Context: an optimization exercise on an open-source flow, tuned for small area, a short achievable clock period and few clock cycles. The choices shown serve that exercise and are no tape-out recipe.
At most, simulation tests tie the RTL to the original design; equivalence was not proved.
For runs 2 to 8, only the layout was checked, not whether the RTL still works.

## config.mk

```make
export PLATFORM = sky130hd
export DESIGN_NAME = gcd3_top
export DESIGN_NICKNAME = gcd3_top
export VERILOG_FILES = /design/flow/design.v
export SDC_FILE = /design/flow/constraint.sdc
export NUM_CORES = 4
export LEC_CHECK = 0
export CAP_MARGIN = 20
export CORE_MARGIN = 2
export CORE_UTILIZATION = 40
export SLEW_MARGIN = 20
```

## constraint.sdc

```tcl
create_clock -name core_clock -period 3.5 [get_ports {clk}]
set_input_delay 0.7000 -clock core_clock [delete_from_list [all_inputs] [get_ports {clk}]]
set_output_delay 0.7000 -clock core_clock [all_outputs]
set_load 0.01 [all_outputs]
```

## design.v

```verilog
module gcd3_top (
    input  wire        clk,
    input  wire        reset,
    input  wire        start,
    input  wire [15:0] A,
    input  wire [15:0] B,
    input  wire [15:0] C,
    output wire        valid,
    output wire [15:0] D
);
    localparam IDLE = 3'd0, P0 = 3'd1, P1 = 3'd2, P2 = 3'd3, SHL = 3'd4;
    reg [2:0]  state;
    reg [15:0] a;
    reg [16:0] b;
    reg [3:0]  cnt;
    wire [15:0] x    = A | B | C;
    wire        zero = ~|A | ~|B | ~|C;
    reg  [3:0]  kx;
    integer i;
    always @(*) begin
        kx = 4'd0;
        for (i = 15; i >= 0; i = i - 1)
            if (x[i]) kx = i;
    end
    wire        idle = (state == IDLE);
    wire        p0   = (state == P0);
    wire        p1   = (state == P1);
    wire        p2   = (state == P2);
    wire        shl  = (state == SHL);
    wire [15:0] mb   = {b[15:1] ^ {15{b[16]}}, b[0]};
    wire        tz   = a[0] & b[0] & ((a[15:1] ^ b[15:1]) == {15{b[16]}});   
    wire        a1   = (a == 16'd1);
    wire        c0   = (cnt == 4'd0);
    wire        swap = (a[15:1] >= mb[15:1]);                               
    wire [17:0] t    = {2'b00, a} + {b[16], b};
    wire load_p1 = p0 & b[0];
    wire load_p2 = p1 & tz & ~a1;
    wire done    = (p1 & a1) | (p2 & (tz | a1));
    wire step    = (p1 | p2) & b[0] & ~tz & ~a1;
    wire        odd  = (p1 | p2) & b[0];
    wire [16:0] w    = ({17{odd}}             & {t[17], t[17:2]})
                     | ({17{idle & ~A[0]}}    & {1'b0, A})
                     | ({17{load_p1 | idle & A[0]}} & {1'b0, B})
                     | ({17{load_p2}}         & {1'b0, C})
                     | ({17{~idle & ~b[0]}}   & b);
    wire        s2   = ~w[0] & ~w[1];
    wire [16:0] w2   = s2 ? {{2{w[16]}}, w[16:2]} : w;
    wire [16:0] sw   = w2[0] ? w2 : {w2[16], w2[16:1]};
    wire        a_b   = load_p1 | (step & swap);
    wire        an1   = idle ? A[1] : (load_p1 | (odd & swap)) ? mb[1] : a[1];
    wire        neg   = (~idle | A[0]) & sw[0] & ~(sw[1] ^ an1);
    always @(posedge clk) b <= {sw[16:1] ^ {16{neg}}, sw[0]};
    wire        a_shl = (done | shl) & ~c0;
    wire        a_in  = idle & start & A[0] & ~zero;
    always @(posedge clk)
        a <= ({16{a_b}} & mb) | ({16{a_shl}} & {a[14:0], 1'b0}) | ({16{a_in}} & A)
           | ({16{~a_b & ~a_shl & ~(idle & start)}} & a);
    assign valid = c0 & (shl | done);
    assign D     = a;
    always @(posedge clk) begin
        if (reset) begin
            state <= IDLE;
        end else begin
            case (state)
                IDLE: if (start) begin
                    cnt   <= zero ? 4'd0 : kx;
                    state <= zero ? SHL : A[0] ? P1 : P0;
                end
                P0: if (b[0]) state <= P1;
                SHL: begin
                    if (c0) state <= IDLE;
                    else cnt <= cnt - 4'd1;
                end
                default: begin  
                    if (load_p2) state <= P2;
                    else if (done) begin
                        if (c0) state <= IDLE;
                        else begin
                            state <= SHL;
                            cnt   <= cnt - 4'd1;
                        end
                    end
                end
            endcase
        end
    end
endmodule
```

## flow/run.sh

```bash
#!/bin/bash
set -euo pipefail
export BUFFER_PORTS_ARGS="-buffer_cell sky130_fd_sc_hd__buf_2"
bash standard.sh > standard_make.log 2>&1
```

## standard.sh

```bash
#!/bin/bash
# synth_recipe.tcl (not shown) runs the flow's synth.tcl, then flattens the netlist and writes it again
# the make line also repeats each setting of config.mk as NAME=value (left out here)
make -C /OpenROAD-flow-scripts/flow DESIGN_CONFIG=/design/flow/config.mk WORK_HOME=/design/flow/orfs CLKGATE_MAP_FILE= SYNTH_SCRIPT=/design/flow/synth_recipe.tcl "${@:-finish}"
```

==> results of run 1 <==
==> worst reg2reg max path, delay by kind of cell (launching register included) <==
kind,cells,cell delay [ps]
AO/OA/AOI/OAI,3,880
multiplexers,1,410
XOR/XNOR,1,180
flip-flops,1,380
buffers and inverters,1,180
AND/OR/NAND/NOR,4,560
adder cells (fa/ha/maj),2,670
==> layer usage <==
metal,global-route usage (%),share of wire (%)
met5,0,0
met4,6.86,2.2
met3,5.21,9.2
met2,41.8,44
met1,39.1,45
==> cells by family (layout without fill, tap and decap cells) <==
| family | after synthesis | count (layout) | share of synthesized area (%) |
|---|---|---|---|
| adders and majority gates | 32 | 32 | 9.38 |
| xor gates and xnor gates | 44 | 44 | 9.02 |
| muxes | 23 | 23 | 5.48 |
| DFF | 40 | 40 | 19.7 |
| and+or+nand+nor | 180 | 180 | 22.4 |
| buffers and inverters | 39 | 116 | 4.19 |
| AOI/OAI and AO/OA | 180 | 180 | 29.9 |
==> through the flow <==
step	area (um2)	hold slack, ps	setup TNS [ps]	cells
6_report	5010	552	0	751
3_3_place_gp	4830	595	-1110	741
5_1_grt	5010	572	0	751
2_1_floorplan	4270	559	0	538
3_5_place_dp	4830	594	-1850	741
4_1_cts	4970	571	0	750
==> flip-flops by register name, indices dropped and copies added, names as in the netlist <==
name and count:
cnt 4, a 16, b 17, state 3
==> final cells by class <==
type                       instances  area (um2)
fill                            1068        5320
multi-input combinational        459        3290
tap                              136         170
timing repair buffer              93         543
clock buffer                       5        68.8
sequential                        40         847
inverter                          15        56.3
clock inverter                     3        37.5
==> what timing repair did <==
item | in CTS | in global routing
resized for setup | 4 | 9
endpoints found under the setup margin | 16 | 31
setup buffers | 1 | 1
==> how the worst max path moves through the flow <==
stage | start | end | slack [ps] | cells past startpoint
final | b[15]$_DFF_P_ | valid | 120 | 10
after global placement | a[15]$_DFF_P_ | b[8]$_DFF_P_ | -90 | 11
after global routing | b[15]$_DFF_P_ | valid | 4 | 10
after floorplan | b[16]$_DFF_P_ | b[5]$_DFF_P_ | 100 | 13
after CTS | b[16]$_DFF_P_ | valid | 10 | 10
after detailed placement | a[15]$_DFF_P_ | b[6]$_DFF_P_ | -150 | 11
==> synthesized netlist by cell type, drive strengths merged, types with 10 or more instances <==
| master | count |
|---|---|
| o21ai | 47 |
| nand2 | 44 |
| dfxtp | 36 |
| nor2 | 35 |
| xnor2 | 35 |
| ha | 32 |
| a21oi | 27 |
| nor4 | 23 |
| mux2i | 20 |
| a221o | 18 |
| inv | 15 |
| nor3 | 15 |
| clkbuf | 14 |
| nand3 | 13 |
| a222oi | 11 |
| buf | 10 |
| nand2b | 10 |
| o211ai | 10 |
==> run summary, run 1 <==
- Cell at the slowest stage of the critical path: dfxtp_2
- Post-DP HPWL: 12700 um
- Fmax: 296 MHz
- Initial DRC Count: 431
- Critical-path cell list: ha_2, ha_1, nor4_2, and3_1, a22oi_2, nand2b_1, a21oi_2, a21oi_1, nor2_1, buf_2
- CP Launch Type: register
- Commonest non-fill, non-tap cells in the layout: buf_2, nand2_1, o21ai_0
- Gr ovfl total: 0
- RePlAce Congestion: 1.00
- Period utilization: 96.6%
- Synth Flop Type: dfxtp_1
- Ant diodes: 0
- Via total after detailed routing: 4750
- Worst path required time: 2800 ps
- Core Area: 0.0103 mm2
- Largest net degree at the start of global routing: 19
- Reg2reg path depth: 12
- Max cap viols: 0
- Syn Inst Count: 538
- Worst reg2reg endpoint: b[6]$_DFF_P_
- Initial antenna violation count: 0
- WHS Endpoint: a[15]$_DFF_P_
- Root Driver: clkbuf_8
- Io pins: 68
- Antenna-violating nets left: 0
- DIE HEIGHT: 107 um
- Detailed Route WL: 15500 um
- CTS tree: done
- Max clock buf depth: 2
- Drt wl/cell: 20.6 um
- Sequential fraction of the synthesis area: 19.7%
- Setup slack, reg-to-reg: 150 ps
- Status: complete, no violations
- HP Start: a[15]$_DFF_P_
- Distinct cells, synth: 68
- Ys Warns: 1
- Hold Buf Count CTS: 0
- Delay-heaviest family, CP: simple AND/OR/NAND/NOR gates
- Ys async rst share: 0%
- Ranking of synthesized cells by area: dfxtp_1, ha_1, xnor2_1
- PnR worst setup slack: 120 ps
- Area Growth Syn to Fin: 17.3%
- Worst Max-Slew Pin Slew: 608 ps
- Slew margin rel.: 59.3%
- Setup violations, final: 0
- Via density: 6.32
- Syn_area_per_cell: 7.94 um2
- Row count: 37
- Clk latency of the worst-skew pair: 300 ps
- Synth area leader: dfxtp_1
- Die X: 107 um
- Clock skew: 6.79 ps
- Post-synthesis register bit count: 40
- Worst Hold Depth: 1
- DR pass1 iterations: 6
- Most common cell after layout, fill and taps aside: buf_2
- Synth Net Count: 621
- Post-synth EDFFs: 4
- Max FO, Critical Path: 6
- Die footprint: 0.0115 mm2
- CP arrival: 2680 ps
- CP peak stage delay: 380 ps
- Net count, final: 697
- RSZ-0062 raised after global routing: no
- Clk sink count: 40
- Initial Utilization: 41.4%
- Cell Area, Synth: 0.00427 mm2
- Max-slew violations: 0
- Hold crit path type: register to register
- Final Hold Vio Count: 0
- Vias in the first global route: 4497
- Crit path kind: register to output port
- Total GRT Usage: 27.3%
- CTS Buf Count: 5
- H-tree depth: 2
- Share of post-route cells with drive strength above 1: 20.8%
- CP Buf/Inv Count: 1
- DP Worst Slack: -148 ps
- Minimum clock period: 3380 ps
- First-pass GRT wire length: 24400 um
- Worst R2R Start: b[15]$_DFF_P_
- Setup crit end kind: output port
- Final Util: 48.5%
- Drc violations: 0
- Area share of the largest cell type after synthesis: 16.9%
- Clock-pin slew on the worst setup and hold paths: 90 ps
- Port buffer count: 67
Testbench counts, summed over its fixed seeds: cycles 2,454.
==> run 2: changes to the inputs <==
--- a/design.v
+++ b/design.v
@@ -34,3 +34,4 @@
     wire        swap = (a[15:1] >= mb[15:1]);                               
-    wire [17:0] t    = {2'b00, a} + {b[16], b};
+    wire        add  = a[1];
+    wire [17:0] t    = {2'b00, a} + ({b[16], b} ^ {18{~add}}) + {17'd0, ~add};
     wire load_p1 = p0 & b[0];
@@ -38,9 +39,9 @@
     wire done    = (p1 & a1) | (p2 & (tz | a1));
-    wire step    = (p1 | p2) & b[0] & ~tz & ~a1;
-    wire        odd  = (p1 | p2) & b[0];
-    wire [16:0] w    = ({17{odd}}             & {t[17], t[17:2]})
-                     | ({17{idle & ~A[0]}}    & {1'b0, A})
+    wire odd     = (p1 | p2) & b[0];
+    wire step    = odd & ~tz & ~a1;
+    wire [16:0] w    = ({17{odd}}                   & {t[17], t[17:2]})
+                     | ({17{idle & ~A[0]}}          & {1'b0, A})
                      | ({17{load_p1 | idle & A[0]}} & {1'b0, B})
-                     | ({17{load_p2}}         & {1'b0, C})
-                     | ({17{~idle & ~b[0]}}   & b);
+                     | ({17{load_p2}}               & {1'b0, C})
+                     | ({17{~idle & ~b[0]}}         & b);
     wire        s2   = ~w[0] & ~w[1];
@@ -48,6 +49,5 @@
     wire [16:0] sw   = w2[0] ? w2 : {w2[16], w2[16:1]};
+    wire        neg  = sw[0] & sw[1];
+    always @(posedge clk) b <= {sw[16:1] ^ {16{neg}}, sw[0]};
     wire        a_b   = load_p1 | (step & swap);
-    wire        an1   = idle ? A[1] : (load_p1 | (odd & swap)) ? mb[1] : a[1];
-    wire        neg   = (~idle | A[0]) & sw[0] & ~(sw[1] ^ an1);
-    always @(posedge clk) b <= {sw[16:1] ^ {16{neg}}, sw[0]};
     wire        a_shl = (done | shl) & ~c0;
==> run 2 against run 1 <==
Net effect: sequential share of layout area fell by 1.8 points; largest cell class unchanged; synthesized area rose by 8.6%; final area rose by 11%; critical endpoint is now b[14]$_DFF_P_; routed wire length grew 16%; non-clock buffer count is 16 higher; hold slack better by 34 ps; global-route usage is 0.90 points higher; still clean on timing, DRC and antenna; die area rose by 8.3%; synthesized cell count is 11% higher; final cell count rose by 11%; register-to-register slack gained 30 ps.
==> run summary, run 2 <==
- RSZ-0062 raised after global routing: no
- Largest regs: b x17, a x16, cnt x4
- Detailed Route WL: 17900 um
- Vias in the first global route: 5112
- Max FO, Critical Path: 16
- First-pass GRT wire length: 27800 um
- Area Growth Syn to Fin: 20.3%
- Core Area: 0.0114 mm2
- Total GRT Usage: 28.2%
- Worst R2R Start: a[11]$_DFF_P_
- Post-DP HPWL: 14200 um
- Max clock buf depth: 2
- Most frequent cells after synthesis: nand2_1, xnor2_1, dfxtp_1
- Largest net degree at the start of global routing: 22
- Via total after detailed routing: 5258
- PnR worst setup slack: 178 ps
- Status: complete, no violations
- Initial DRC Count: 593
- Post-synthesis register bit count: 40
- Distinct cells, synth: 76
- Share of post-route cells with drive strength above 1: 21.2%
- Initial antenna violation count: 0
- Fmax: 301 MHz
- Synth Net Count: 680
- Antenna-violating nets left: 0
- Setup slack, reg-to-reg: 180 ps
- Crit path kind: register to register
- Clk sink count: 40
- Port buffer count: 67
- RePlAce Congestion: 0.966
- Synth Flop Type: dfxtp_1
- Cell Area, Synth: 0.00464 mm2
- CTS tree: done
- Worst reg2reg endpoint: b[14]$_DFF_P_
- Worst path required time: 3690 ps
- Worst Max-Slew Pin Slew: 654 ps
- Initial Utilization: 40.8%
- Most common cell in the netlist: nand2_1
- Commonest non-fill, non-tap cells in the layout: nand2_1, buf_2, xnor2_1, buf_4
- Reg2reg path depth: 11
- Via density: 6.32
- Clk latency of the worst-skew pair: 310 ps
- Final Hold Vio Count: 0
- Die footprint: 0.0125 mm2
- Hold Buf Count CTS: 0
- Row count: 39
- Sequential fraction of the synthesis area: 18.1%
- H-tree depth: 2
- CP Launch Type: register
- Syn Inst Count: 598
- Drt wl/cell: 21.5 um
- Worst Hold Depth: 2
- Ant diodes: 0
- Period utilization: 94.9%
- Syn_area_per_cell: 7.76 um2
- CTS Buf Count: 5
- Most common cell after layout, fill and taps aside: nand2_1
- CP arrival: 3510 ps
- Die X: 112 um
- Setup crit end kind: register
- Root Driver: clkbuf_16
- DP Worst Slack: 127 ps
- Synth area leader: dfxtp_1
- DIE HEIGHT: 112 um
- Drc violations: 0
- Area share of the largest cell type after synthesis: 15.5%
- DR pass1 iterations: 6
- Ys async rst share: 0%
- Max-slew violations: 0
- Ys Warns: 1
- Slew margin rel.: 56.0%
- Hold crit path type: register to register
- Io pins: 68
- Gr ovfl total: 0
- Max cap viols: 0
- Clock skew: 7.58 ps
- HP Start: a[9]$_DFF_P_
- Sum Neg Setup Slack: 0 ps
- Ranking of synthesized cells by area: dfxtp_1, ha_1, xnor2_1
- Clock-pin slew on the worst setup and hold paths: 70 ps
- Minimum clock period: 3320 ps
- Post-synth EDFFs: 4
- Top reg by flops: b
- Setup violations, final: 0
- Net count, final: 770
- WHS Endpoint: a[9]$_DFF_P_
- Max reg flops: 17
[run 2: cell types whose count changed after synthesis, moves of 10 or more]
cell,previous run,this run
a221o_1,18,4
xor2_1,9,25
nand2_1,44,73
o21ai_0,43,24
a222oi_1,11,21
inv_1,15,31
[run 2: through the flow]
stage / hold slack (ps) / cell area [um2] / utilization [%] / std cells
global placement: 558 / 5360 / 47.1 / 824
CTS: 586 / 5550 / 48.8 / 832
finish: 586 / 5580 / 49.1 / 832
detailed placement: 578 / 5360 / 47.1 / 824
global route: 603 / 5580 / 49.1 / 832
floorplan: 541 / 4640 / - / 598
[run 2: metal layers]
layer	up-vias	share of wire (%)	global-route usage [%]
met3	71	7.1	5.01
met5	-	0	0
met1	2484	42	36.2
met4	0	6.1	17.2
li1	2443	-	-
met2	260	44	43.8
[run 2: worst max path at each step]
stage | depth (start not counted) | start | to
2_1_floorplan | 14 | a[1]$_DFF_P_ | b[12]$_DFF_P_
3_3_place_gp | 13 | a[1]$_DFF_P_ | b[13]$_DFF_P_
3_5_place_dp | 12 | a[1]$_DFF_P_ | b[12]$_DFF_P_
4_1_cts | 12 | a[1]$_DFF_P_ | b[12]$_DFF_P_
5_1_grt | 12 | b[16]$_DFF_P_ | b[14]$_DFF_P_
6_report | 11 | a[11]$_DFF_P_ | b[14]$_DFF_P_
[run 2: cell type report]
type | instances | area (um2)
Clock buffer | 6 | 129
Multi-Input combinational cell | 500 | 3580
Sequential cell | 40 | 842
Timing Repair Buffer | 109 | 676
Tap cell | 143 | 179
Clock inverter | 2 | 60.1
Inverter | 32 | 120
Fill cell | 1144 | 5790
[run 2: repair_timing]
item / in CTS / in global routing
endpoints found under the setup margin: 0 / 7
resized for setup: 0 / 8
setup buffers: 0 / 0
[run 2: critical path: stages (launching register included)]
cell and delay (ps):
dfxtp_1 330, buf_4 160, nor4_1 600, and4_1 340, nor3b_1 80, and2_1 300
a21oi_1 550, o21ai_4 150, buf_4 240, o21ai_0 190, o22ai_1 120, xor2_2 150
[run 2: cells by family after synthesis]
logic type               after synthesis  share of synthesized area, %
multiplexers                          25                          5.56
adder cells (fa/ha/maj)               31                          8.36
AND/OR/NAND/NOR                      203                          21.9
flip-flops                            40                          18.1
AO/OA/AOI/OAI                        175                          27.7
buffers and inverters                 58                          5.75
XOR/XNOR                              66                          12.6
==> run 3: changes to the inputs <==
--- a/design.v
+++ b/design.v
@@ -12,4 +12,3 @@
     reg [2:0]  state;
-    reg [15:0] a;
-    reg [16:0] b;
+    reg [16:0] a, b;
     reg [3:0]  cnt;
@@ -29,9 +28,9 @@
     wire        shl  = (state == SHL);
-    wire [15:0] mb   = {b[15:1] ^ {15{b[16]}}, b[0]};
-    wire        tz   = a[0] & b[0] & ((a[15:1] ^ b[15:1]) == {15{b[16]}});   
-    wire        a1   = (a == 16'd1);
+    wire        tz   = b[0] & (a == b);                    
+    wire        a1   = (a == 17'd1);
     wire        c0   = (cnt == 4'd0);
-    wire        swap = (a[15:1] >= mb[15:1]);                               
-    wire        add  = a[1];
-    wire [17:0] t    = {2'b00, a} + ({b[16], b} ^ {18{~add}}) + {17'd0, ~add};
+    wire [14:0] ma   = a[15:1] ^ {15{a[16]}};
+    wire [14:0] mb   = b[15:1] ^ {15{b[16]}};
+    wire        swap = (ma >= mb);
+    wire [17:0] t    = {a[16], a} - {b[16], b};            
     wire load_p1 = p0 & b[0];
@@ -51,2 +50,3 @@
     always @(posedge clk) b <= {sw[16:1] ^ {16{neg}}, sw[0]};
+    wire [16:0] abs_a = {a[16:1] ^ {16{a[16]}}, a[0]};
     wire        a_b   = load_p1 | (step & swap);
@@ -55,6 +55,7 @@
     always @(posedge clk)
-        a <= ({16{a_b}} & mb) | ({16{a_shl}} & {a[14:0], 1'b0}) | ({16{a_in}} & A)
-           | ({16{~a_b & ~a_shl & ~(idle & start)}} & a);
+        a <= ({17{a_b}} & b) | ({17{a_shl}} & {abs_a[15:0], 1'b0})
+           | ({17{a_in}} & {A[1], A[15:1] ^ {15{A[1]}}, 1'b1})
+           | ({17{~a_b & ~a_shl & ~(idle & start)}} & a);
     assign valid = c0 & (shl | done);
-    assign D     = a;
+    assign D     = abs_a[15:0];
     always @(posedge clk) begin
==> run 3 against run 2 <==
Net effect: sequential cell count increased by 1; synthesized area increased by 1.6%; routed wire length increased by 12%; die area increased by 1.5%; count of clock-buffer cells in the layout unchanged; non-clock buffer count increased by 6; register-to-register slack improved by 50 ps; critical endpoint is now valid.
==> run summary, run 3 <==
- Sequential fraction of the synthesis area: 18.3%
- Port buffer count: 67
- Detailed Route WL: 20000 um
- Setup crit end kind: output port
- Final Hold Vio Count: 0
- Synth Flop Type: dfxtp_1
- CP Launch Type: register
- Area Growth Syn to Fin: 20.8%
- Initial antenna violation count: 1
- Most common cell in the netlist: nand2_1
- Sum Neg Setup Slack: 0 ps
- Critical-path cell list: inv_1, ha_1, nand3_1, nor2_1, buf_4, nand4_1, a21oi_1, a21oi_1, nor2b_1, buf_2
- DR pass1 iterations: 8
- Post-synthesis mux area share: 5.42%
- Max cap viols: 0
- Largest net degree at the start of global routing: 20
- Max clock buf depth: 2
- Status: complete, no violations
- Cell Area, Synth: 0.00471 mm2
- Cell at the slowest stage of the critical path: ha_1
- Most common cell after layout, fill and taps aside: buf_2
- Share of post-route cells with drive strength above 1: 20.4%
- Die X: 113 um
- Commonest non-fill, non-tap cells in the layout: buf_2, nand2_1, buf_4
- RSZ-0062 raised after global routing: no
- Root Driver: clkbuf_16
- Ant diodes: 0
- Largest family of logic cells by synthesized area: compound AO/OA/AOI/OAI gates
- CP Buf/Inv Count: 3
- Post-synthesis compound-gate area fraction: 27.4%
- Net count, final: 779
- Synth Net Count: 690
- Slew margin rel.: 44.3%
- Clk sink count: 41
- Antenna-violating nets left: 0
- Ys async rst share: 0%
- Initial Utilization: 41.1%
- Adder-cell share of the synthesized area: 8.76%
- Via total after detailed routing: 5437
- Worst Max-Slew Pin Slew: 835 ps
- Vias in the first global route: 5168
- RePlAce Congestion: 0.963
- Most used cell, CP: a21oi_1
- Most frequent cells after synthesis: nand2_1, dfxtp_1, xor2_1
- CTS Buf Count: 5
- Drt wl/cell: 23.9 um
- H-tree depth: 2
- Die footprint: 0.0127 mm2
- Ys Warns: 1
- Io pins: 68
- Clock skew: 9.25 ps
- Worst path required time: 2800 ps
- Max FO, Critical Path: 7
- Hold Buf Count CTS: 0
- Core Area: 0.0115 mm2
- Crit path kind: register to output port
- Syn_area_per_cell: 7.78 um2
- Post-DP HPWL: 16400 um
- First-pass GRT wire length: 30000 um
- Row count: 39
- Period utilization: 93.6%
- CP arrival: 2570 ps
- Setup violations, final: 0
- Gr ovfl total: 0
- Synth area leader: dfxtp_1
- Delay-heaviest family, CP: simple AND/OR/NAND/NOR gates
- Clk latency of the worst-skew pair: 290 ps
- Max-slew violations: 0
- Fmax: 305 MHz
- CTS tree: done
- Hold crit path type: register to register
- Simple-gate portion of the synthesized area: 22.0%
- Syn Inst Count: 606
- Largest regs: a x17, b x17, cnt x4
- Clock-pin slew on the worst setup and hold paths: 70 ps
- Synth Area in XOR/XNOR: 12.4%
- Post-synthesis register bit count: 41
- Post-CTS setup buffer count: 0
- Via density: 6.48
- Ranking of synthesized cells by area: dfxtp_1, ha_1, xor2_1
- Distinct cells, synth: 70
- Setup slack, reg-to-reg: 230 ps
- Total GRT Usage: 30.9%
- DIE HEIGHT: 113 um
- Initial DRC Count: 822
- Placed Area: 0.00551 mm2
- Post-synth EDFFs: 4
- Minimum clock period: 3270 ps
- Final Cell Area: 0.00569 mm2
- Drc violations: 0
- Area share of the largest cell type after synthesis: 15.7%
- CP peak stage delay: 490 ps
## run 3: cell count changes in the layout (fill, tap and decap cells not counted), sizes merged, moves of 8 or more
cell	delta
xnor2	-11
nor3	+14
nand2	-22
nand4	+12
o21ai	+8
xor2	+11
## run 3: what timing repair did
action                                  CTS  global route
endpoints found under the setup margin    0             3
hold endpoints to repair                  0             0
resized for setup                         0             3
## run 3: layout make-up
| type | count | area [um2] |
|---|---|---|
| Multi-Input combinational cell | 500 | 3630 |
| Tap cell | 143 | 179 |
| Fill cell | 1166 | 5780 |
| Clock inverter | 2 | 38.8 |
| Timing Repair Buffer | 115 | 733 |
| Inverter | 32 | 120 |
| Sequential cell | 41 | 861 |
| Clock buffer | 6 | 129 |
## run 3: worst register-to-register path, cell delays in order (launching register included)
cell and delay [ps]:
dfxtp_1 390, inv_1 100, ha_1 400, nand2_1 200, a211oi_1 420, a2111oi_1 110
buf_4 200, o21ai_0 240, xor2_1 330, a221oi_2 130, mux2i_1 280, mux2i_1 150
xnor2_1 230
## run 3: cells by family after synthesis
| family | Yosys count |
|---|---|
| compound gates | 175 |
| xor+xnor | 66 |
| fa+ha+maj | 33 |
| buf+inv | 65 |
| flops | 41 |
| mux | 24 |
| simple gates | 202 |
## run 3: through the flow
step / instances / worst slack (ps) / hold WS, ps / utilization (%)
2_1_floorplan: 606 / 41.6 / 472 / -
3_3_place_gp: 830 / 110 / 497 / 48.0
3_5_place_dp: 831 / 229 / 512 / 48.0
4_1_cts: 839 / 193 / 520 / 49.5
5_1_grt: 839 / 14.2 / 544 / 49.6
6_report: 839 / 226 / 522 / 49.6
## run 3: path summary, 6_finish.rpt
kind / endpoint / start / cells past startpoint
max: valid / b[15]$_DFF_P_ / 10
min: a[12]$_DFF_P_ / a[12]$_DFF_P_ / 2
max reg2reg: b[8]$_DFF_P_ / b[6]$_DFF_P_ / 12
min reg2reg: a[12]$_DFF_P_ / a[12]$_DFF_P_ / 2
## run 3: layer usage
| metal | track usage, % | part of all wire [%] |
|---|---|---|
| met1 | 42.5 | 43 |
| met2 | 50.4 | 46 |
| met3 | 4.10 | 7.8 |
| met4 | 9.35 | 3.4 |
| met5 | 0 | 0.065 |
==> run 4: changes to the inputs <==
==> design.v (replaced) <==
module gcd3_top (
    input  wire        clk,
    input  wire        reset,
    input  wire        start,
    input  wire [15:0] A,
    input  wire [15:0] B,
    input  wire [15:0] C,
    output wire        valid,
    output wire [15:0] D
);
    localparam IDLE = 3'd0, P0 = 3'd1, P1 = 3'd2, P2 = 3'd3, SHL = 3'd4, ZERO = 3'd5;
    reg [2:0]  state;
    reg [15:0] a;
    reg [16:0] b;
    wire [15:0] x    = A | B | C;
    wire        zero = ~|A | ~|B | ~|C;
    wire        idle = (state == IDLE);
    wire        p0   = (state == P0);
    wire        p1   = (state == P1);
    wire        p2   = (state == P2);
    wire        shl  = (state == SHL);
    wire        zst  = (state == ZERO);      
    wire [15:0] mb   = {b[15:1] ^ {15{b[16]}}, b[0]};
    wire        tz   = a[0] & b[0] & ((a[15:1] ^ b[15:1]) == {15{b[16]}});   
    wire        a1   = (a == 16'd1);
    wire        swap = (a[15:1] >= mb[15:1]);                               
    wire [17:0] t    = {2'b00, a} + {b[16], b};
    wire load_p1 = p0 & b[0];
    wire load_p2 = p1 & tz & ~a1;
    wire done    = (p1 & a1) | (p2 & (tz | a1));
    wire step    = (p1 | p2) & b[0] & ~tz & ~a1;
    wire        odd  = (p1 | p2) & b[0] & ~a1;
    wire        shx  = done & ~x[0];
    wire        sh1  = shl | shx;
    wire [16:0] w    = ({17{odd}}                           & {t[17], t[17:2]})
                     | ({17{idle & ~A[0]}}                  & {1'b0, A})
                     | ({17{load_p1 | idle & A[0]}}         & {1'b0, B})
                     | ({17{load_p2}}                       & {1'b0, C})
                     | ({17{shx}}                           & {1'b0, x})
                     | ({17{~idle & ~b[0] & ~shx}}          & b);
    wire        s2   = ~w[0] & ~w[1] & ~sh1;
    wire [16:0] w2   = s2 ? {{2{w[16]}}, w[16:2]} : w;
    wire [16:0] sw   = w2[0] ? w2 : {w2[16], w2[16:1]};
    wire        a_b   = load_p1 | (step & swap);
    wire        an1   = idle ? A[1] : (load_p1 | (odd & swap)) ? mb[1] : a[1];
    wire        neg   = (~idle | A[0]) & sw[0] & ~(sw[1] ^ an1);
    always @(posedge clk) b <= {sw[16:1] ^ {16{neg}}, sw[0]};
    wire        a_shl = shx | (shl & ~b[0]);
    wire        a_in  = idle & start & A[0] & ~zero;
    always @(posedge clk)
        a <= ({16{a_b}} & mb) | ({16{a_shl}} & {a[14:0], 1'b0}) | ({16{a_in}} & A)
           | ({16{~a_b & ~a_shl & ~(idle & start)}} & a);
    assign valid = (shl & b[0]) | (done & x[0]) | zst;
    assign D     = a;
    always @(posedge clk) begin
        if (reset) begin
            state <= IDLE;
        end else begin
            case (state)
                IDLE: if (start) state <= zero ? ZERO : A[0] ? P1 : P0;
                ZERO: state <= IDLE;
                P0:   if (b[0]) state <= P1;
                SHL:  if (b[0]) state <= IDLE;
                default: begin  
                    if (load_p2) state <= P2;
                    else if (done) state <= x[0] ? IDLE : SHL;
                end
            endcase
        end
    end
endmodule
==> run 4 against run 3 <==
Net effect: clock skew decreased by 3.7 ps; final cell count decreased by 13%; critical path depth increased by 2; final area decreased by 8.6%; synthesized cell count decreased by 21%; count of clock-buffer cells in the layout unchanged; core utilization increased by 6.4 points; die area decreased by 18%; critical endpoint is now b[14]$_DFF_P_.
==> run summary, run 4 <==
- Syn_area_per_cell: 8.07 um2
- Syn Inst Count: 477
- Setup violations, final: 0
- DIE HEIGHT: 102 um
- Clock skew: 5.56 ps
- Root Driver: clkbuf_8
- First-pass GRT wire length: 22500 um
- Ys Warns: 1
- Share of post-route cells with drive strength above 1: 32.3%
- Initial DRC Count: 520
- Synth Flop Type: dfxtp_1
- Minimum clock period: 3400 ps
- Most common cell in the netlist: dfxtp_1
- H-tree depth: 2
- Worst Max-Slew Pin Slew: 876 ps
- Die X: 102 um
- Clk latency of the worst-skew pair: 300 ps
- Max-slew violations: 0
- Slew margin rel.: 41.5%
- Final Hold Vio Count: 0
- Clk sink count: 36
- Via total after detailed routing: 4528
- RePlAce Congestion: 0.979
- Post-synth EDFFs: 0
- Hold crit path type: register to register
- Initial antenna violation count: 0
- Port buffer count: 67
- Drt wl/cell: 20.6 um
- Largest net degree at the start of global routing: 32
- Most common cell after layout, fill and taps aside: buf_2
- Sequential fraction of the synthesis area: 18.7%
- Commonest non-fill, non-tap cells in the layout: buf_2, buf_4, nand2_1
- Via density: 6.24
- Worst path required time: 3730 ps
- CTS tree: done
- CTS Buf Count: 5
- Max FO, Critical Path: 7
- Largest regs: b x17, a x16, state x3
- Row count: 35
- RSZ-0062 raised after global routing: yes
- DR pass1 iterations: 6
- Initial Utilization: 41.5%
- Core Area: 0.00928 mm2
- Max clock buf depth: 2
- Crit path kind: register to register
- Post-DP HPWL: 12000 um
- Synth Net Count: 559
- Area Growth Syn to Fin: 35.1%
- Max reg flops: 17
- Synth area leader: dfxtp_1
- CP Launch Type: register
- Vias in the first global route: 4305
- Die footprint: 0.0104 mm2
- Setup crit end kind: register
- Antenna-violating nets left: 0
- CP arrival: 3630 ps
- Net count, final: 678
- Drc violations: 0
- Period utilization: 97.0%
- Ranking of synthesized cells by area: dfxtp_1, ha_1, xnor2_1
- Detailed Route WL: 14900 um
- Ant diodes: 0
- Fillers: 896
- Max cap viols: 0
- Final non-filler cell total: 726
- Fmax: 295 MHz
- Cell Area, Synth: 0.00385 mm2
- Sum Neg Setup Slack: 0 ps
- Most frequent cells after synthesis: dfxtp_1, nand2_1, o21ai_0
- Post-synthesis register bit count: 36
- Area share of the largest cell type after synthesis: 18.7%
- Ys async rst share: 0%
- Placed cells: 711
- Top reg by flops: b
- Status: complete, no violations
- Distinct cells, synth: 62
- Total GRT Usage: 28.1%
- Gr ovfl total: 0
- Io pins: 68
- Clock-pin slew on the worst setup and hold paths: 90 ps
run 4: cell count changes after synthesis, moves of 11 or more:
cell / before / now
a221o_1: 6 / 18
clkbuf_1: 27 / 16
inv_1: 32 / 8
nand2_1: 51 / 35
nor3_1: 30 / 10
xor2_1: 37 / 10
run 4: what timing repair did:
item | CTS | global route
hold buffers | 0 | 0
setup endpoints to repair | 15 | 17
pin swaps | 0 | 4
gates resized for setup | 1 | 54
hold endpoints to repair | 0 | 0
buffers inserted | 0 | 6
cloned | 0 | 1
run 4: critical path, cell delays in order, from the launching register on:
cell and delay [ps]:
dfxtp_1 340, ha_1 360, or3_1 430, nor4_4 360
o211ai_2 170, a21oi_4 240, a221o_1 320, o21bai_4 200
o21ai_2 90, xnor2_2 160, a211oi_4 290, clkbuf_16 230
xor2_1 120
run 4: final timing paths:
path	startpoint	end	slack, ps	cells after the start
worst max-delay path	a[5]$_DFF_P_	b[14]$_DFF_P_	100	12
worst min-delay path	a[2]$_DFF_P_	a[3]$_DFF_P_	560	1
worst max register to register	a[5]$_DFF_P_	b[14]$_DFF_P_	100	12
worst min register to register	a[2]$_DFF_P_	a[3]$_DFF_P_	560	1
run 4: kinds of logic (layout without fill, tap and decap cells):
kind of cell	after synthesis	after routing	synth area share, %
XOR/XNOR	42	42	9.56
multiplexers	26	26	6.86
AND/OR/NAND/NOR	158	158	21.6
buffers and inverters	29	149	3.12
adder cells (fa/ha/maj)	31	31	10.1
AO/OA/AOI/OAI	155	155	30.1
flip-flops	36	36	18.7
run 4: area by class of cell:
cell class	instances	area, um2	area share [%]
Sequential cell	36	739	14.2
Clock buffer	6	82.6	1.59
Inverter	8	30.0	0.577
Clock inverter	2	15.0	0.289
Timing Repair Buffer	133	905	17.4
Tap cell	129	161	3.10
Multi-Input combinational cell	412	3270	62.8
run 4: metal layers:
metal | vias up | GRT usage, % | wire length [um]
li1 | 2100 | - | -
met1 | 2137 | 39.6 | 6580
met2 | 249 | 42.9 | 6600
met3 | 42 | 5.47 | 1340
met4 | 0 | 9.95 | 415
met5 | - | 0 | 0
run 4: metrics by stage:
step / setup WS [ps] / hold WS, ps / area (um2) / utilization, %
after detailed placement: -16.4 / 542 / 4750 / 51.2
after global placement: 57.8 / 539 / 4750 / 51.2
after global routing: -52.6 / 575 / 5200 / 56.0
after floorplan: 0.983 / 540 / 3860 / -
after CTS: 7.86 / 569 / 4850 / 52.3
final: 105 / 557 / 5200 / 56.0
==> run 5: changes to the inputs <==
--- a/design.v
+++ b/design.v
@@ -14,2 +14,3 @@
     reg [16:0] b;
+    reg        nb;       
     wire [15:0] x    = A | B | C;
@@ -26,3 +27,4 @@
     wire        swap = (a[15:1] >= mb[15:1]);                               
-    wire [17:0] t    = {2'b00, a} + {b[16], b};
+    wire [16:0] bn   = {b[16:1] ^ {16{nb}}, b[0]};         
+    wire [17:0] t    = {2'b00, a} + {bn[16], bn};
     wire load_p1 = p0 & b[0];
@@ -46,3 +48,6 @@
     wire        neg   = (~idle | A[0]) & sw[0] & ~(sw[1] ^ an1);
-    always @(posedge clk) b <= {sw[16:1] ^ {16{neg}}, sw[0]};
+    always @(posedge clk) begin
+        b  <= sw;
+        nb <= neg;
+    end
     wire        a_shl = shx | (shl & ~b[0]);
==> run 5 against run 4 <==
Net effect: still clean; die area rose by 12%; count of clock-buffer cells in the layout fell by 1; synthesized cell count rose by 13%; largest cell class unchanged; highest routed layer unchanged.
==> run summary, run 5 <==
- Status: complete, no violations
- Drc violations: 0
- CP arrival: 2610 ps
- First-pass GRT wire length: 25300 um
- Post-DP HPWL: 13000 um
- Hold Buf Count CTS: 0
- CTS tree: done
- Ranking of synthesized cells by area: dfxtp_1, ha_1, mux2i_1
- Simple-gate portion of the synthesized area: 19.3%
- Most common cell in the netlist: nand2_1
- Synth Area in XOR/XNOR: 10.1%
- Syn Inst Count: 541
- Largest family of logic cells by synthesized area: compound AO/OA/AOI/OAI gates
- Max reg flops: 17
- Setup crit end kind: output port
- Worst path required time: 2800 ps
- CP Buf/Inv Count: 1
- Max clock buf depth: 2
- Critical-path cell list: xor2_1, o2111ai_1, a211o_1, a211oi_4, and2_1, a21oi_1, o32ai_1, buf_2
- DP Worst Slack: -70.6 ps
- Initial DRC Count: 460
- Via density: 6.41
- Die footprint: 0.0116 mm2
- Io pins: 68
- Cell Area, Synth: 0.00432 mm2
- Clock-pin slew on the worst setup and hold paths: 70 ps
- Hold slack: 576 ps
- CP Launch Type: register
- DR pass1 iterations: 6
- Drt wl/cell: 21.5 um
- Most frequent cells after synthesis: nand2_1, o21ai_0, dfxtp_1
- Adder-cell share of the synthesized area: 8.69%
- Initial antenna violation count: 0
- Delay-heaviest family, CP: compound AO/OA/AOI/OAI gates
- Multi-input logic area: 0.00339 mm2
- Max FO, Critical Path: 5
- Distinct cells, synth: 77
- Net count, final: 704
- Commonest non-fill, non-tap cells in the layout: buf_2, nand2_1, o21ai_0
- Synth Flop Type: dfxtp_1
- Largest regs: b x17, a x16, state x3
- Cell at the slowest stage of the critical path: dfxtp_1
- Max-slew violations: 0
- Worst Max-Slew Pin Slew: 1130 ps
- Ys async rst share: 0%
- Antenna-violating nets left: 0
- Clk latency of the worst-skew pair: 300 ps
- Sequential fraction of the synthesis area: 17.2%
- Clock skew: 9.98 ps
- Final Hold Vio Count: 0
- Largest net degree at the start of global routing: 22
- Initial Utilization: 41.5%
- Period utilization: 94.5%
- Clk sink count: 37
- CTS Buf Count: 5
- PnR worst setup slack: 191 ps
- Die X: 108 um
- Crit path kind: register to output port
- Via total after detailed routing: 4860
- Slew margin rel.: 24.4%
- Share of post-route cells with drive strength above 1: 22.8%
- Detailed Route WL: 16300 um
- Most common cell after layout, fill and taps aside: buf_2
- Area share of the largest cell type after synthesis: 17.2%
- Vias in the first global route: 4611
- RePlAce Congestion: 0.979
- Top reg by flops: b
- Ant diodes: 0
- Post-synth EDFFs: 0
- RSZ-0062 raised after global routing: no
- Total GRT Usage: 28.5%
- Max cap viols: 0
- Setup violations, final: 0
- Row count: 37
- DIE HEIGHT: 108 um
- Post-synthesis mux area share: 6.52%
- Area Growth Syn to Fin: 16.6%
- H-tree depth: 2
- Syn_area_per_cell: 7.98 um2
- CP peak stage delay: 500 ps
- Minimum clock period: 3310 ps
- Fmax: 302 MHz
- Core Area: 0.0104 mm2
- Hold crit path type: register to register
- Sequential cell area: 749 um2
- Synth Net Count: 622
- Port buffer count: 67
- Root Driver: clkbuf_8
- Post-synthesis register bit count: 37
- Gr ovfl total: 0
- Synth area leader: dfxtp_1
- Post-synthesis compound-gate area fraction: 33.2%
- Ys Warns: 1
- Fillers: 1050
run 5: layout make-up:
| cell class | instances | share of cell area (%) |
|---|---|---|
| Timing Repair Buffer | 99 | 11.7 |
| Clock buffer | 5 | 1.37 |
| Tap cell | 136 | 3.38 |
| Multi-Input combinational cell | 462 | 67.3 |
| Inverter | 18 | 1.34 |
| Sequential cell | 37 | 14.9 |
| Clock inverter | 1 | 0.0994 |
run 5: kinds of logic (layout without fill, tap and decap cells):
kind of cell    Yosys count  in the layout
fa+ha+maj                30             30
flops                    37             37
mux                      28             28
simple gates            161            161
compound gates          193            193
xor+xnor                 50             50
buf+inv                  42            123
run 5: worst paths after layout:
path | startpoint | end | slack (ps) | cells past startpoint
setup reg to reg | a[10]$_DFF_P_ | nb$_DFF_P_ | 200 | 9
hold / removal | a[0]$_DFF_P_ | a[0]$_DFF_P_ | 580 | 2
setup / recovery | b[9]$_DFF_P_ | valid | 190 | 8
hold reg to reg | a[0]$_DFF_P_ | a[0]$_DFF_P_ | 580 | 2
run 5: metal layers:
| layer | vias up | track usage, % | part of all wire [%] |
|---|---|---|---|
| li1 | 2274 | - | - |
| met1 | 2287 | 40.1 | 44 |
| met4 | 0 | 9.71 | 2.7 |
| met3 | 37 | 6.60 | 9.8 |
| met2 | 262 | 42.3 | 44 |
| met5 | - | 0 | 0 |
run 5: stage by stage:
stage                     std cells  area, um2  setup TNS (ps)  utilization, %
after floorplan                 541       4320               0               -
after global placement          748       4900           -18.7            47.0
after detailed placement        748       4900           -70.6            47.0
after CTS                       754       4980               0            47.8
after global routing            758       5040               0            48.3
final                           758       5040               0            48.3
run 5: repair_timing:
action,4_1_cts,5_1_grt
resized for setup,1,9
pin swaps,0,1
buffers inserted,0,4
setup endpoints to repair,1,14
run 5: worst register-to-register path: cells and delay by family (launching register included):
family	cells	cell delay [ps]
compound gates	3	1080
flops	1	420
mux	1	240
simple gates	5	1460
==> run 6: changes to the inputs <==
--- a/config.mk
+++ b/config.mk
@@ -9,3 +9,4 @@
 export CORE_MARGIN = 2
-export CORE_UTILIZATION = 40
+export CORE_UTILIZATION = 60
+export PLACE_DENSITY = 0.7
 export SLEW_MARGIN = 20
==> run 6 against run 5 <==
Net effect: still clean; non-clock buffer count decreased by 7; final area down 1.2%; synthesized cell count is the same; highest routed layer unchanged.
==> run summary, run 6 <==
- Max FO, Critical Path: 7
- Via total after detailed routing: 5091
- Clk latency of the worst-skew pair: 310 ps
- Fmax: 299 MHz
- Detailed Route WL: 16000 um
- Final non-filler cell total: 713
- Ys async rst share: 0%
- Row count: 30
- Max reg flops: 17
- Antenna-violating nets left: 0
- DIE HEIGHT: 88.8 um
- CP peak stage delay: 410 ps
- Area Growth Syn to Fin: 15.2%
- Top reg by flops: b
- CP arrival: 2650 ps
- Commonest non-fill, non-tap cells in the layout: buf_2, nand2_1, o21ai_0
- H-tree depth: 2
- CTS Buf Count: 5
- Minimum clock period: 3350 ps
- Largest regs: b x17, a x16, state x3
- Setup violations, final: 0
- Clock skew: 10.6 ps
- Slew margin rel.: 52.0%
- Synth Net Count: 622
- Setup crit end kind: output port
- Delay-heaviest family, CP: compound AO/OA/AOI/OAI gates
- Io pins: 68
- Synth area leader: dfxtp_1
- Most common cell in the netlist: nand2_1
- Post-synth EDFFs: 0
- Clk sink count: 37
- Initial antenna violation count: 0
- Initial DRC Count: 613
- Gr ovfl total: 0
- Syn_area_per_cell: 7.98 um2
- Ant diodes: 0
- Status: complete, no violations
- Period utilization: 95.6%
- Syn Inst Count: 541
- Max-slew violations: 0
- Total GRT Usage: 40.9%
- Drt wl/cell: 22.5 um
- RePlAce Congestion: 1.05
- First-pass GRT wire length: 24300 um
- Initial Utilization: 62.9%
- Cell Area, Synth: 0.00432 mm2
- Clock-pin slew on the worst setup and hold paths: 90 ps
- Most common cell after layout, fill and taps aside: buf_2
- Net count, final: 697
- Final Hold Vio Count: 0
- Die X: 88.8 um
- Critical-path cell list: xor2_1, o2111ai_1, a211o_1, a211oi_4, and2_4, a21oi_1, o32ai_1, buf_2
- Sum Neg Setup Slack: 0 ps
- Via density: 7.14
- Hold crit path type: register to register
- Max clock buf depth: 2
- Sequential fraction of the synthesis area: 17.2%
- CTS tree: done
- CP Launch Type: register
- Drc violations: 0
- Most frequent cells after synthesis: nand2_1, o21ai_0, dfxtp_1
- Largest net degree at the start of global routing: 24
- Cell at the slowest stage of the critical path: dfxtp_2
- Placed cells: 704
- Worst path required time: 2800 ps
- Worst Max-Slew Pin Slew: 719 ps
- Share of post-route cells with drive strength above 1: 22.7%
- Crit path kind: register to output port
- Synth Flop Type: dfxtp_1
- Post-synthesis register bit count: 37
- Distinct cells, synth: 77
- Post-DP HPWL: 12500 um
- Port buffer count: 67
- DR pass1 iterations: 5
- Vias in the first global route: 4690
- Hold Buf Count CTS: 0
- Max cap viols: 0
- CP Buf/Inv Count: 1
- Ranking of synthesized cells by area: dfxtp_1, ha_1, mux2i_1
- Die footprint: 0.00789 mm2
- RSZ-0062 raised after global routing: no
- Core Area: 0.00687 mm2
- Root Driver: clkbuf_8
- Ys Warns: 1
- Area share of the largest cell type after synthesis: 17.2%
run 6: routing by layer:
metal  global-route usage, %  up-vias  wire (um)
li1                        -     2258          -
met3                    8.12       67       1850
met2                    63.8      369       7050
met1                    54.4     2397       6420
met5                    2.60        -          0
met4                    17.4        0        690
run 6: what timing repair did:
item | in CTS | in global routing
endpoints found under the setup margin | 1 | 19
endpoints found under the hold margin | 0 | 0
setup buffers | 0 | 1
pin swaps | 0 | 1
gates resized for setup | 2 | 12
run 6: worst paths after layout:
| path | endpoint | cells past startpoint | slack [ps] | start |
|---|---|---|---|---|
| setup / recovery | valid | 8 | 150 | a[9]$_DFF_P_ |
| hold / removal | a[0]$_DFF_P_ | 2 | 580 | a[0]$_DFF_P_ |
| setup reg to reg | b[10]$_DFF_P_ | 12 | 230 | nb$_DFF_P_ |
| hold reg to reg | a[0]$_DFF_P_ | 2 | 580 | a[0]$_DFF_P_ |
run 6: final cells by class:
cell class                      instances  area (um2)
Tap cell                               96         120
Sequential cell                        37         751
Clock buffer                            6        82.6
Clock inverter                          2        37.5
Multi-Input combinational cell        462        3380
Timing Repair Buffer                   92         536
Fill cell                             583        1890
Inverter                               18        67.6
run 6: cells by family (layout without fill, tap and decap cells):
logic type / count (synthesis) / after routing / share of synthesized area (%)
buffers and inverters: 42 / 118 / 4.95
AND/OR/NAND/NOR: 161 / 161 / 19.3
flip-flops: 37 / 37 / 17.2
AO/OA/AOI/OAI: 193 / 193 / 33.2
XOR/XNOR: 50 / 50 / 10.1
multiplexers: 28 / 28 / 6.52
adder cells (fa/ha/maj): 30 / 30 / 8.69
run 6: through the flow:
step	setup WS (ps)	instance area (um2)	util [%]	hold WS, ps
after global placement	295	4820	70.2	532
final	154	4980	72.4	579
after floorplan	119	4320	-	535
after detailed placement	226	4820	70.2	562
after global routing	16.1	4980	72.4	598
after CTS	20.0	4940	71.9	573
run 6: worst register-to-register path, delay by kind of cell (launching register included):
kind / cells / cell delay, ps
xor+xnor: 2 / 370
mux: 2 / 330
buf+inv: 1 / 280
compound gates: 5 / 1320
fa+ha+maj: 1 / 310
flops: 1 / 430
simple gates: 1 / 120
==> run 7: changes to the inputs <==
--- a/design.v
+++ b/design.v
@@ -15,2 +15,3 @@
     reg        nb;       
+    reg        a1;       
     wire [15:0] x    = A | B | C;
@@ -25,6 +26,11 @@
     wire        tz   = a[0] & b[0] & ((a[15:1] ^ b[15:1]) == {15{b[16]}});   
-    wire        a1   = (a == 16'd1);
+    wire        b1   = b[0] & ((b[15:1] ^ {15{b[16]}}) == 15'd0);    
     wire        swap = (a[15:1] >= mb[15:1]);                               
     wire [16:0] bn   = {b[16:1] ^ {16{nb}}, b[0]};         
-    wire [17:0] t    = {2'b00, a} + {bn[16], bn};
+    wire [17:0] ta   = {2'b00, a};
+    wire [17:0] tb   = {bn[16], bn};
+    wire [9:0]  tlo  = {1'b0, ta[8:0]} + {1'b0, tb[8:0]};
+    wire [8:0]  thi0 = ta[17:9] + tb[17:9];
+    wire [8:0]  thi1 = ta[17:9] + tb[17:9] + 9'd1;
+    wire [17:0] t    = {tlo[9] ? thi1 : thi0, tlo[8:0]};
     wire load_p1 = p0 & b[0];
@@ -57,2 +63,4 @@
            | ({16{~a_b & ~a_shl & ~(idle & start)}} & a);
+    always @(posedge clk)
+        a1 <= (a_b & b1) | (a_in & (A == 16'd1)) | (~a_b & ~a_shl & ~(idle & start) & a1);
     assign valid = (shl & b[0]) | (done & x[0]) | zst;
--- a/config.mk
+++ b/config.mk
@@ -9,4 +9,3 @@
 export CORE_MARGIN = 2
-export CORE_UTILIZATION = 60
-export PLACE_DENSITY = 0.7
+export CORE_UTILIZATION = 40
 export SLEW_MARGIN = 20
==> run 7 against run 6 <==
Net effect: still clean on timing, DRC and antenna; clock skew grew 2.6 ps; global-route usage shrank 12 points; via count shrank 2.8%; core utilization shrank 22 points; register-to-register slack lost 30 ps; synthesized cell count grew 3.7%; worst setup slack lost 46 ps; non-clock buffer count grew 19.
==> run summary, run 7 <==
- Share of post-route cells with drive strength above 1: 24.7%
- Via density: 6.25
- Syn_area_per_cell: 8.02 um2
- Crit path kind: register to output port
- Final Hold Vio Count: 0
- Antenna-violating nets left: 0
- Clk sink count: 38
- Cell Area, Synth: 0.00450 mm2
- Synth Area in XOR/XNOR: 11.1%
- Ys async rst share: 0%
- Detailed Route WL: 17100 um
- Grt met2 use: 45.1%
- CTS Buf Count: 5
- Post-synthesis compound-gate area fraction: 28.9%
- Core Area: 0.0109 mm2
- Hold crit path type: input pin to register
- Row count: 38
- Sum Neg Setup Slack: 0 ps
- Slew margin rel.: 55.0%
- Initial Utilization: 41.3%
- Largest regs: b x17, a x16, state x3
- Most frequent cells after synthesis: xor2_1, dfxtp_1, nand2_1
- Largest net degree at the start of global routing: 18
- Distinct cells, synth: 74
- Max cap viols: 0
- Post-synthesis mux area share: 6.37%
- CTS tree: done
- Top reg by flops: b
- Hold slack: 567 ps
- Most common cell in the netlist: xor2_1
- Syn Inst Count: 561
- Fmax: 295 MHz
- Drc violations: 0
- DIE HEIGHT: 110 um
- Adder-cell share of the synthesized area: 9.62%
- Max clock buf depth: 2
- Cell at the slowest stage of the critical path: or4_4
- Status: complete, no violations
- Io pins: 68
- Die footprint: 0.0121 mm2
- GRT busiest layer: met2
- Minimum clock period: 3390 ps
- Commonest non-fill, non-tap cells in the layout: buf_2, buf_4, xor2_1
- Setup violations, final: 0
- CP peak stage delay: 590 ps
- Via total after detailed routing: 4947
- Clock skew: 13.2 ps
- DR pass1 iterations: 5
- Root Driver: clkbuf_8
- Clk latency of the worst-skew pair: 310 ps
- Area Growth Syn to Fin: 21.0%
- Fillers: 1051
- Port buffer count: 67
- H-tree depth: 2
- Most used cell, CP: nand3_1
- Max-slew violations: 0
- GR Layer Usage met1: 41.0%
- Critical-path cell list: xnor2_1, nand3_1, or4_4, a21boi_4, nand3_1, nor2_1, o21a_1, nor2b_1, a31o_2, buf_2
- Most common cell after layout, fill and taps aside: buf_2
- Die X: 110 um
- Post-synth EDFFs: 0
- Worst Max-Slew Pin Slew: 674 ps
- Max reg flops: 17
- Ys Warns: 1
- Vias in the first global route: 4804
- Post-DP HPWL: 13800 um
- Hold Buf Count CTS: 0
- CP Launch Type: register
- Max FO, Critical Path: 4
- Simple-gate portion of the synthesized area: 22.1%
- Net count, final: 736
- Synth area leader: dfxtp_1
- Ranking of synthesized cells by area: dfxtp_1, ha_1, xor2_1
- Sequential fraction of the synthesis area: 16.9%
- Largest family of logic cells by synthesized area: compound AO/OA/AOI/OAI gates
- First-pass GRT wire length: 26300 um
- RePlAce Congestion: 0.922
- Synth Net Count: 646
- Worst R2R Start: nb$_DFF_P_
- Met3 usage: 4.29%
- Drt wl/cell: 21.5 um
- Post-synthesis register bit count: 38
- Total GRT Usage: 28.7%
- HP Start: reset
- Worst path required time: 2800 ps
- Ant diodes: 0
- Initial DRC Count: 428
- Period utilization: 96.9%
- Setup crit end kind: output port
- Initial antenna violation count: 0
- Area share of the largest cell type after synthesis: 16.9%
- CP arrival: 2690 ps
- Synth Flop Type: dfxtp_1
- Gr ovfl total: 0
- CP startpoint: b[3]$_DFF_P_
- Clock-pin slew on the worst setup and hold paths: 100 ps
-- run 7: cell count changes after synthesis, moves of 6 or more --
cell       delta
a21oi_1       -7
nand3_1       +6
a22oi_1       +8
nor2_1       +14
a222oi_1      -6
o21ai_0      -28
nand2_1      -24
a22o_1       +18
xnor2_1      -10
xor2_1       +17
nor2b_1       +7
o2111ai_1     -6
inv_1         +7
-- run 7: worst paths after layout --
path	cells after the start	slack, ps	to
hold / removal	2	570	state[0]$_SDFFE_PP0P_
setup reg to reg	13	200	b[13]$_DFF_P_
setup / recovery	10	110	valid
hold reg to reg	2	640	a[0]$_DFF_P_
-- run 7: cell families (layout without fill, tap and decap cells) --
family                   count (synthesis)  after routing
flip-flops                              38             38
AND/OR/NAND/NOR                        185            185
AO/OA/AOI/OAI                          166            166
multiplexers                            28             28
XOR/XNOR                                57             57
buffers and inverters                   53            144
adder cells (fa/ha/maj)                 34             34
-- run 7: cell type report --
cell class	instances	area, um2	area share (%)
timing repair buffer	111	691	12.7
tap	140	175	3.22
sequential	38	764	14.0
clock buffer	6	82.6	1.52
inverter	25	93.8	1.72
multi-input combinational	470	3570	65.7
clock inverter	2	60.1	1.10
-- run 7: metal layers --
layer	up-vias	wire length, um
met1	2340	7680
met5	-	0
met2	250	7580
met3	31	1500
met4	0	301
li1	2326	-
-- run 7: repair_timing --
action / CTS / global route
pin swaps: 0 / 3
resized for setup: 3 / 10
setup buffers: 0 / 2
endpoints found under the setup margin: 1 / 6
-- run 7: metrics by stage --
stage / area [um2] / std cells / setup slack (ps) / util [%]
floorplan: 4500 / 561 / 21.8 / -
global placement: 5230 / 782 / -119 / 48.0
detailed placement: 5230 / 782 / -52.7 / 48.0
CTS: 5380 / 790 / 30.9 / 49.4
global route: 5440 / 792 / -10.5 / 50.0
finish: 5440 / 792 / 108 / 50.0
-- run 7: critical path, delay by kind of cell, from the launching register on --
| family | cells | cell delay, ps |
|---|---|---|
| AO/OA/AOI/OAI | 3 | 430 |
| XOR/XNOR | 1 | 360 |
| buffers and inverters | 1 | 120 |
| flip-flops | 1 | 400 |
| AND/OR/NAND/NOR | 5 | 1080 |
==> run 8: changes to the inputs <==
--- a/design.v
+++ b/design.v
@@ -29,8 +29,3 @@
     wire [16:0] bn   = {b[16:1] ^ {16{nb}}, b[0]};         
-    wire [17:0] ta   = {2'b00, a};
-    wire [17:0] tb   = {bn[16], bn};
-    wire [9:0]  tlo  = {1'b0, ta[8:0]} + {1'b0, tb[8:0]};
-    wire [8:0]  thi0 = ta[17:9] + tb[17:9];
-    wire [8:0]  thi1 = ta[17:9] + tb[17:9] + 9'd1;
-    wire [17:0] t    = {tlo[9] ? thi1 : thi0, tlo[8:0]};
+    wire [17:0] t    = {2'b00, a} + {bn[16], bn};
     wire load_p1 = p0 & b[0];
@@ -65,4 +60,5 @@
         a1 <= (a_b & b1) | (a_in & (A == 16'd1)) | (~a_b & ~a_shl & ~(idle & start) & a1);
-    assign valid = (shl & b[0]) | (done & x[0]) | zst;
-    assign D     = a;
+    wire        rb1   = (p1 | p2) & b1;
+    assign valid = (shl & b[0]) | ((done | rb1) & x[0]) | zst;
+    assign D     = {a[15:1] & ~{15{rb1}}, a[0] | rb1};
     always @(posedge clk) begin
@@ -79,2 +75,3 @@
                     else if (done) state <= x[0] ? IDLE : SHL;
+                    else if (rb1 & x[0]) state <= IDLE;
                 end
==> run 8 against run 7 <==
Net effect: sequential share of layout area grew 0.061 points; non-clock buffer count decreased by 15; worst setup slack improved by 46 ps; first-iteration DRC count increased by 21%; sequential cell count unchanged; clock skew down 8.4 ps; synthesized area increased by 5.3%; routed wire length grew 3.9%; critical path depth increased by 2; synthesized cell count up 1.1%; critical path type is now register to register.
==> run summary, run 8 <==
- Sequential cell area: 763 um2
- Initial antenna violation count: 0
- Area Growth Syn to Fin: 14.2%
- Row count: 39
- Vias in the first global route: 4772
- WHS Endpoint: state[1]$_SDFFE_PP0P_
- Initial Utilization: 41.3%
- Detailed Route WL: 17700 um
- CP Launch Type: register
- Drt wl/cell: 22.6 um
- RePlAce Congestion: 0.923
- Share of post-route cells with drive strength above 1: 24.6%
- CTS Buf Count: 5
- Distinct cells, synth: 84
- Slew margin rel.: 48.8%
- Worst reg2reg endpoint: b[10]$_DFF_P_
- Crit path kind: register to register
- CTS tree: done
- DIE HEIGHT: 113 um
- Worst Hold Depth: 2
- Hold slack: 611 ps
- Ant diodes: 0
- Die footprint: 0.0127 mm2
- Synth area leader: dfxtp_1
- Setup slack, reg-to-reg: 150 ps
- Max cap viols: 0
- Max-slew violations: 0
- Ys Warns: 1
- Final non-filler cell total: 784
- Synth Flop Type: dfxtp_1
- Reg2reg path depth: 12
- Sum Neg Setup Slack: 0 ps
- RSZ-0062 raised after global routing: no
- Sequential fraction of the synthesis area: 16.1%
- Final Hold Vio Count: 0
- Die X: 113 um
- Cell Area, Synth: 0.00473 mm2
- Synth Net Count: 648
- Max FO, Critical Path: 8
- Most frequent cells after synthesis: dfxtp_1, ha_1, nand2_1
- Setup violations, final: 0
- Minimum clock period: 3350 ps
- Via total after detailed routing: 5062
- Largest regs: b x17, a x16, state x3
- First-pass GRT wire length: 27300 um
- Ranking of synthesized cells by area: dfxtp_1, ha_1, xor2_1
- Setup crit end kind: register
- Commonest non-fill, non-tap cells in the layout: buf_2, dfxtp_1, ha_1
- Ys async rst share: 0%
- Post-synth EDFFs: 0
- Clock skew: 4.84 ps
- Post-DP HPWL: 14400 um
- Placed cells: 776
- Root Driver: clkbuf_16
- HP Start: reset
- Gr ovfl total: 0
- CP startpoint: b[2]$_DFF_P_
- Total GRT Usage: 27.6%
- Multi-input logic area: 0.00366 mm2
- Antenna-violating nets left: 0
- Via density: 6.46
- Fillers: 1140
- Worst R2R Start: b[2]$_DFF_P_
- Worst path required time: 3690 ps
- Area share of the largest cell type after synthesis: 16.1%
- Syn_area_per_cell: 8.35 um2
- Top reg by flops: b
- Post-synthesis register bit count: 38
- H-tree depth: 2
- Most common cell in the netlist: dfxtp_1
- Net count, final: 721
- Drc violations: 0
- Period utilization: 95.6%
- CP arrival: 3530 ps
- Largest net degree at the start of global routing: 18
- Clk sink count: 38
- Syn Inst Count: 567
- Io pins: 68
- Worst Max-Slew Pin Slew: 768 ps
- Max clock buf depth: 2
- Core Area: 0.0115 mm2
- Port buffer count: 67
- Clk latency of the worst-skew pair: 280 ps
- Status: complete, no violations
- Hold crit path type: input pin to register
- Fmax: 299 MHz
- Clock-pin slew on the worst setup and hold paths: 60 ps
- DR pass1 iterations: 8
- Most common cell after layout, fill and taps aside: buf_2
- Initial DRC Count: 519
- Max reg flops: 17
==> run 8: cell count changes in the layout (fill, tap and decap cells not counted), moves of 7 or more <==
cell      previous run  this run
xor2_1              39        26
o21ai_0             14        21
buf_4               42        29
or2b_2               0         7
a222oi_1             1         9
and2_1               3        15
xnor2_1             16        23
==> run 8: what timing repair did <==
| action | in CTS | in global routing |
|---|---|---|
| setup endpoints to repair | 1 | 4 |
| setup buffers | 0 | 0 |
| resized for setup | 1 | 4 |
| hold buffers | 0 | 0 |
==> run 8: critical path, stage by stage, from the launching register on <==
cell,delay (ps)
dfxtp_1,560
xor2_1,120
ha_1,340
o21ai_0,80
o21bai_1,500
a221oi_4,150
buf_4,190
o21ai_0,420
xor2_1,190
a22oi_1,110
and3_1,210
a21o_1,160
mux2i_1,210
==> run 8: how the worst max path moves through the flow <==
stage	end	depth (start not counted)
2_1_floorplan	b[12]$_DFF_P_	13
3_3_place_gp	b[13]$_DFF_P_	12
3_5_place_dp	b[13]$_DFF_P_	12
4_1_cts	valid	8
5_1_grt	b[13]$_DFF_P_	12
6_report	b[10]$_DFF_P_	12
==> run 8: kinds of logic after synthesis <==
group	count (synthesis)	share of synthesized area (%)
compound gates	186	32.6
xor+xnor	49	9.06
fa+ha+maj	30	7.93
buf+inv	58	7.03
flops	38	16.1
mux	22	4.86
simple gates	184	22.5
==> run 8: metal layers <==
metal  track usage, %  up-vias  routed length, um
met5                0        -                  0
met1             39.0     2419               7770
met4             7.89        0                424
met3             5.14       39               1640
li1                 -     2338                  -
met2             43.0      266               7900
==> run 8: final cells by class <==
cell class,instances,share of cell area [%]
Inverter,28,1.94
Sequential cell,38,14.1
Tap cell,143,3.31
Clock buffer,7,2.64
Multi-Input combinational cell,471,67.7
Timing Repair Buffer,96,10.2
Clock inverter,1,0.0925
==> run 8: per-stage QoR <==
step / instance area, um2 / setup WS (ps) / util (%)
after floorplan: 4740 / 56.7 / -
after global placement: 5240 / 53.7 / 45.7
after detailed placement: 5240 / 32.3 / 45.7
after CTS: 5390 / 51.1 / 47.0
after global routing: 5410 / 0.554 / 47.2
final: 5410 / 154 / 47.2

## port drivers added, routing unchanged
No port has a modelled driver above. Below, the same layouts with a new extraction and two added sets of constraints. Step 1 (the two cells are an assumption about what drives the block):
set clk [get_ports {clk}]
set_driving_cell -lib_cell sky130_fd_sc_hd__clkbuf_16 $clk
set_driving_cell -lib_cell sky130_fd_sc_hd__buf_2 [delete_from_list [all_inputs] $clk]
Step 2 times the ports against the registers' clock, not the clock port: input delays grow and output delays shrink by t, the midpoint of the rising clock arrivals with the driver on. a / b / c = no drivers / after step 1 / after step 2; a / b = the first two.
run	t (ns)	slack for setup (ns)	worst hold slack (ns)	pins driven straight from the clock port
run 1	0.333	0.120 / 0.087 / 0.155	0.552 / 0.552 / 0.552	1
run 2	0.341	0.178 / 0.141 / 0.178	0.586 / 0.586 / 0.586	1
run 3	0.331	0.226 / 0.184 / 0.233	0.522 / 0.522 / 0.522	1
run 4	0.329	0.105 / 0.090 / 0.073	0.557 / 0.557 / 0.557	1
run 5	0.335	0.191 / 0.154 / 0.202	0.576 / 0.565 / 0.576	1
run 6	0.338	0.154 / 0.119 / 0.227	0.579 / 0.576 / 0.579	1
run 7	0.337	0.108 / 0.075 / -0.136	0.567 / 0.557 / 0.639	1
run 8	0.321	0.154 / 0.119 / 0.064	0.611 / 0.592 / 0.613	1
With both steps, setup timing fails in run 7, where it was met with ideal ports. For run 7, which loses most, drivers alone change the setup slack by -0.033 ns; drivers and shift together by -0.244 ns.
